Background: an optimization exercise with open tools, aiming at small area. Do not read the settings as production practice. Only simulation tests tie the RTL to the original design; equivalence was not proved.

Setup of old:
==> flow/design.v (excerpt) <==
module router_top(clock,resetn,read_enb_0,read_enb_1,read_enb_2,pkt_valid,data_in,data_out_0,data_out_1,data_out_2,vld_out_0,vld_out_1,vld_out_2,err,busy);
input clock,resetn,read_enb_0,read_enb_1,read_enb_2,pkt_valid;
input [7:0] data_in;
output [7:0] data_out_0,data_out_1,data_out_2;
output vld_out_0,vld_out_1,vld_out_2;
output reg err;
output busy;
localparam DECODER_ADDRESS    = 3'b000,
           WAIT_TILL_EMPTY    = 3'b001,
           LOAD_FIRST_DATA    = 3'b010,
           LOAD_DATA          = 3'b011,
           FIFO_FULL_STATE    = 3'b100,
           LOAD_AFTER_FULL    = 3'b101,
           LOAD_PARITY        = 3'b110,
           CHECK_PARITY_ERROR = 3'b111;
reg [2:0] state, next_state;
reg [1:0] addr, temp;
reg parity_done, low_pkt_valid, zero_par;
reg [7:0] dout, par;
wire [2:0] empty, full, soft_reset;
wire sr_any = |soft_reset;
wire s_dec  = (state == DECODER_ADDRESS);
wire s_wait = (state == WAIT_TILL_EMPTY);
wire s_lfd  = (state == LOAD_FIRST_DATA);
wire s_ld   = (state == LOAD_DATA);
wire s_full = (state == FIFO_FULL_STATE);
wire s_laf  = (state == LOAD_AFTER_FULL);
wire s_lp   = (state == LOAD_PARITY);
wire s_chk  = (state == CHECK_PARITY_ERROR);
reg fifo_full;
always @(*)
  case (temp)
    2'd0: fifo_full = full[0];
    2'd1: fifo_full = full[1];
    2'd2: fifo_full = full[2];
    default: fifo_full = 1'b0;
  endcase
reg empty_in, empty_addr;
always @(*) begin
  case (data_in[1:0])
    2'd0: empty_in = empty[0];
    2'd1: empty_in = empty[1];
    2'd2: empty_in = empty[2];
    default: empty_in = 1'b0;
  endcase
  case (addr)
    2'd0: empty_addr = empty[0];
    2'd1: empty_addr = empty[1];
    2'd2: empty_addr = empty[2];
    default: empty_addr = 1'b0;
  endcase
end
wire hdr_ok = pkt_valid & (data_in[1:0] != 2'b11);
always @(*) begin
  ...
For scale: roughly 990 cells after synthesis, roughly 460 flip-flops, roughly 43 I/O pins, about 17000 um^2 of cells after synthesis.
==> module router_nand5, before the edit <==
module router_nand5(input a, b, c, d, e, output y);
assign y = ~(a & b & c & d & e);
endmodule
==> module router_top, before the edit <==
module router_top(clock,resetn,read_enb_0,read_enb_1,read_enb_2,pkt_valid,data_in,data_out_0,data_out_1,data_out_2,vld_out_0,vld_out_1,vld_out_2,err,busy);
input clock,resetn,read_enb_0,read_enb_1,read_enb_2,pkt_valid;
input [7:0] data_in;
output [7:0] data_out_0,data_out_1,data_out_2;
output vld_out_0,vld_out_1,vld_out_2;
output reg err;
output busy;
localparam DECODER_ADDRESS    = 3'b000,
           WAIT_TILL_EMPTY    = 3'b001,
           LOAD_FIRST_DATA    = 3'b010,
           LOAD_DATA          = 3'b011,
           FIFO_FULL_STATE    = 3'b100,
           LOAD_AFTER_FULL    = 3'b101,
           LOAD_PARITY        = 3'b110,
           CHECK_PARITY_ERROR = 3'b111;
reg [2:0] state, next_state;
reg [1:0] addr, temp;
reg parity_done, low_pkt_valid, zero_par;
reg [7:0] dout, par;
wire [2:0] empty, full, soft_reset;
wire sr_any = |soft_reset;
wire s_dec  = (state == DECODER_ADDRESS);
wire s_wait = (state == WAIT_TILL_EMPTY);
wire s_lfd  = (state == LOAD_FIRST_DATA);
wire s_ld   = (state == LOAD_DATA);
wire s_full = (state == FIFO_FULL_STATE);
wire s_laf  = (state == LOAD_AFTER_FULL);
wire s_lp   = (state == LOAD_PARITY);
wire s_chk  = (state == CHECK_PARITY_ERROR);
reg fifo_full;
always @(*)
  case (temp)
    2'd0: fifo_full = full[0];
    2'd1: fifo_full = full[1];
    2'd2: fifo_full = full[2];
    default: fifo_full = 1'b0;
  endcase
reg empty_in, empty_addr;
always @(*) begin
  case (data_in[1:0])
    2'd0: empty_in = empty[0];
    2'd1: empty_in = empty[1];
    2'd2: empty_in = empty[2];
    default: empty_in = 1'b0;
  endcase
  case (addr)
    2'd0: empty_addr = empty[0];
    2'd1: empty_addr = empty[1];
    2'd2: empty_addr = empty[2];
    default: empty_addr = 1'b0;
  endcase
end
wire hdr_ok = pkt_valid & (data_in[1:0] != 2'b11);
always @(*) begin
  next_state = DECODER_ADDRESS;
  case (state)
    DECODER_ADDRESS:    next_state = hdr_ok ? (empty_in ? LOAD_FIRST_DATA : WAIT_TILL_EMPTY) : DECODER_ADDRESS;
    WAIT_TILL_EMPTY:    next_state = empty_addr ? LOAD_FIRST_DATA : WAIT_TILL_EMPTY;
    LOAD_FIRST_DATA:    next_state = LOAD_DATA;
    LOAD_DATA:          next_state = fifo_full ? FIFO_FULL_STATE : (pkt_valid ? LOAD_DATA : LOAD_PARITY);
    FIFO_FULL_STATE:    next_state = fifo_full ? FIFO_FULL_STATE : LOAD_AFTER_FULL;
    LOAD_AFTER_FULL:    next_state = parity_done ? DECODER_ADDRESS : (low_pkt_valid ? LOAD_PARITY : LOAD_DATA);
    LOAD_PARITY:        next_state = CHECK_PARITY_ERROR;
    CHECK_PARITY_ERROR: next_state = fifo_full ? FIFO_FULL_STATE : DECODER_ADDRESS;
  endcase
end
always @(posedge clock) begin
  if (!resetn || sr_any) begin
    state <= DECODER_ADDRESS;
    addr <= 2'b00;
  end else begin
    state <= next_state;
    addr <= data_in[1:0];
  end
end
always @(posedge clock)
  if (!resetn)
    temp <= 2'b00;
  else if (s_dec)
    temp <= data_in[1:0];
always @(posedge clock)
  if (!resetn)
    parity_done <= 1'b0;
  else
    parity_done <= (s_ld & ~fifo_full & ~pkt_valid) | (s_full & low_pkt_valid & ~parity_done);
always @(posedge clock)
  if (!resetn)
    low_pkt_valid <= 1'b0;
  else if (s_ld & ~pkt_valid)
    low_pkt_valid <= 1'b1;
always @(posedge clock)
  zero_par <= ~resetn | s_dec | s_wait;
always @(posedge clock)
  if (s_dec)
    par <= data_in;
  else if (s_ld)
    par <= par ^ data_in;
always @(posedge clock)
  err <= ~parity_done & ~zero_par & (|par);
always @(posedge clock)
  if (!(s_wait | s_lfd | s_laf | (s_full & ~fifo_full)))
    dout <= data_in;
assign busy = ~(s_dec | s_ld);
wire wr_any = (s_ld | s_lp | s_laf) & ~fifo_full;
wire [7:0] dout_q [0:2];
wire [2:0] read_enb = {read_enb_2, read_enb_1, read_enb_0};
genvar gi, gk, gb;
generate
  for (gi = 0; gi < 3; gi = gi + 1) begin : fifo
    reg [3:0] wr_ptr, lvl;
    reg [5:0] count;
    reg sr;
    reg [7:0] mem [0:14];
    reg [7:0] q;
    wire we = wr_any & (temp == gi);
    wire re = read_enb[gi];
    wire emp = (lvl == 4'd15);
    wire rd = re & ~emp;
    wire clr = ~resetn | sr;
    integer k;
    assign empty[gi] = emp;
    assign full[gi] = (wr_ptr == 4'd15) & (lvl == 4'd14);
    assign soft_reset[gi] = sr;
    assign dout_q[gi] = q;
    always @(posedge clock)
      if (we) begin
        mem[0] <= dout;
        for (k = 1; k < 15; k = k + 1)
          mem[k] <= mem[k-1];
      end
    always @(posedge clock)
      if (clr) begin
        wr_ptr <= 4'd0;
        lvl <= 4'd15;
      end else begin
        if (we)
          wr_ptr <= wr_ptr + 4'd1;
        if (we & ~rd)
          lvl <= lvl + 4'd1;
        else if (rd & ~we)
          lvl <= lvl - 4'd1;
      end
    wire [14:0] sel;
    for (gk = 0; gk < 15; gk = gk + 1) begin : dec
      assign sel[gk] = (lvl == gk) & ~clr;
    end
    wire [7:0] rdata;
    for (gb = 0; gb < 8; gb = gb + 1) begin : rbit
      wire [4:0] y;
      for (gk = 0; gk < 5; gk = gk + 1) begin : grp
        router_aoi222 g(.a1(sel[3*gk]), .a2(mem[3*gk][gb]),
                        .b1(sel[3*gk+1]), .b2(mem[3*gk+1][gb]),
                        .c1(sel[3*gk+2]), .c2(mem[3*gk+2][gb]), .y(y[gk]));
      end
      router_nand5 n(.a(y[0]), .b(y[1]), .c(y[2]), .d(y[3]), .e(y[4]), .y(rdata[gb]));
    end
    always @(posedge clock)
      if (clr | rd)
        q <= rdata;
    always @(posedge clock)
      if (!resetn) begin
        count <= 6'd0;
        sr <= 1'b0;
      end else if (!emp) begin
        if (!re && count == 6'd29) begin
          sr <= 1'b1;
          count <= 6'd0;
        end else begin
          sr <= 1'b0;
          count <= count + 6'd1;
        end
      end else
        sr <= 1'b0;
  end
endgenerate
assign data_out_0 = dout_q[0];
assign data_out_1 = dout_q[1];
assign data_out_2 = dout_q[2];
assign vld_out_0 = ~empty[0];
assign vld_out_1 = ~empty[1];
assign vld_out_2 = ~empty[2];
endmodule
export LEC_CHECK = 0
export CAP_MARGIN = 20
export CORE_MARGIN = 2
export CORE_UTILIZATION = 60
export CTS_BUF_LIST = sky130_fd_sc_hd__clkbuf_16
export CTS_CLUSTER_DIAMETER = 100
export CTS_CLUSTER_SIZE = 30
export PLACE_DENSITY = 0.7
export SLEW_MARGIN = 20
export SYNTH_HIERARCHICAL = 1
create_clock -name core_clock -period 5.0 [get_ports {clock}]
standard.sh (not shown) runs the stock make flow with config.mk's settings and CLKGATE_MAP_FILE= SYNTH_SCRIPT=/design/flow/synth_recipe.tcl, a recipe that flattens the netlist after the stock synthesis.
==> flow/flow/run.sh <==
#!/bin/bash
# Own layout flow: the standard ORFS flow, with the ports buffered by the
# smallest buffer and a clock tree built without dummy loads. Make's output
# goes to flow_make.log; ORFS writes each step's log under orfs/logs/.
set -euo pipefail
CTS_ARGS="-sink_clustering_enable -repair_clock_nets -dont_use_dummy_load"
CTS_ARGS="$CTS_ARGS -buf_list sky130_fd_sc_hd__clkbuf_8"
CTS_ARGS="$CTS_ARGS -sink_clustering_size 20 -sink_clustering_max_diameter 80"
bash standard.sh "CTS_ARGS=$CTS_ARGS" \
  "BUFFER_PORTS_ARGS=-buffer_cell sky130_fd_sc_hd__buf_1" \
  finish > flow_make.log 2>&1
## Diff of input files: new against old
--- a/flow/design.v
+++ b/flow/design.v
@@ -2,6 +2,6 @@
 assign y = ~((a1 & a2) | (b1 & b2) | (c1 & c2));
 endmodule
-module router_nand5(input a, b, c, d, e, output y);
-assign y = ~(a & b & c & d & e);
+module router_rdsum(input a, b, c, d, e, h, q, output y);
+assign y = ~(a & b & c & d & e) | (h & q);
 endmodule
 module router_top(clock,resetn,read_enb_0,read_enb_1,read_enb_2,pkt_valid,data_in,data_out_0,data_out_1,data_out_2,vld_out_0,vld_out_1,vld_out_2,err,busy);
@@ -13,10 +13,10 @@
 output busy;
 localparam DECODER_ADDRESS    = 3'b000,
-           WAIT_TILL_EMPTY    = 3'b001,
-           LOAD_FIRST_DATA    = 3'b010,
-           LOAD_DATA          = 3'b011,
-           FIFO_FULL_STATE    = 3'b100,
-           LOAD_AFTER_FULL    = 3'b101,
-           LOAD_PARITY        = 3'b110,
+           WAIT_TILL_EMPTY    = 3'b100,
+           LOAD_FIRST_DATA    = 3'b110,
+           LOAD_DATA          = 3'b001,
+           FIFO_FULL_STATE    = 3'b010,
+           LOAD_AFTER_FULL    = 3'b011,
+           LOAD_PARITY        = 3'b101,
            CHECK_PARITY_ERROR = 3'b111;
 reg [2:0] state, next_state;
@@ -147,7 +147,9 @@
           lvl <= lvl - 4'd1;
       end
+    wire ld = rd & ~clr;
+    wire hold = ~rd & ~clr;
     wire [14:0] sel;
     for (gk = 0; gk < 15; gk = gk + 1) begin : dec
-      assign sel[gk] = (lvl == gk) & ~clr;
+      assign sel[gk] = (lvl == gk) & ld;
     end
     wire [7:0] rdata;
@@ -159,9 +161,9 @@
                         .c1(sel[3*gk+2]), .c2(mem[3*gk+2][gb]), .y(y[gk]));
       end
-      router_nand5 n(.a(y[0]), .b(y[1]), .c(y[2]), .d(y[3]), .e(y[4]), .y(rdata[gb]));
+      router_rdsum n(.a(y[0]), .b(y[1]), .c(y[2]), .d(y[3]), .e(y[4]),
+                     .h(hold), .q(q[gb]), .y(rdata[gb]));
     end
     always @(posedge clock)
-      if (clr | rd)
-        q <= rdata;
+      q <= rdata;
     always @(posedge clock)
       if (!resetn) begin
==> comparison <==
Number of nets with antenna violations after detailed routing: old vs new identical. new against old: number of diodes added for antenna fixing did not really move; layout-stage area growth over the synthesis result did not really move; global-route usage over all layers went down; clock-buffer cell count did not really move. Measured against each other, new and old differ in utilization, the lower figure coming from new.

[re-timing with driven ports]
No port has a modelled driver above. Below, the same layouts with a new extraction and two added sets of constraints. Step 1, drivers: a clkbuf_16 drives clock and a buf_2 each remaining input, both assumed. Step 2 adds t to the input delays and takes it off the output delays; t is the mean of the earliest and latest rising clock arrival at the registers after step 1. Input paths then give back, and output paths get back, about the clock's delay inside the block. Slacks: ideal / step 1 / step 2; pairs: ideal / step 1.
| run | shift t [ns] | slack for setup (ns) | clock arrival spread, ns | slew at the worst register clock pin (ns) | pins driven straight from the clock port |
|---|---|---|---|---|---|
| old | 0.629 | 1.770 / 1.787 / 1.166 | 0.061 / 0.061 | 0.12 / 0.12 | 1 |
| new | 0.630 | 1.868 / 1.868 / 1.338 | 0.022 / 0.022 | 0.12 / 0.12 | 1 |
After both steps setup and hold are still met in every run listed. For old, which loses most, drivers alone change the setup slack by +0.017 ns; drivers and shift together by -0.604 ns.
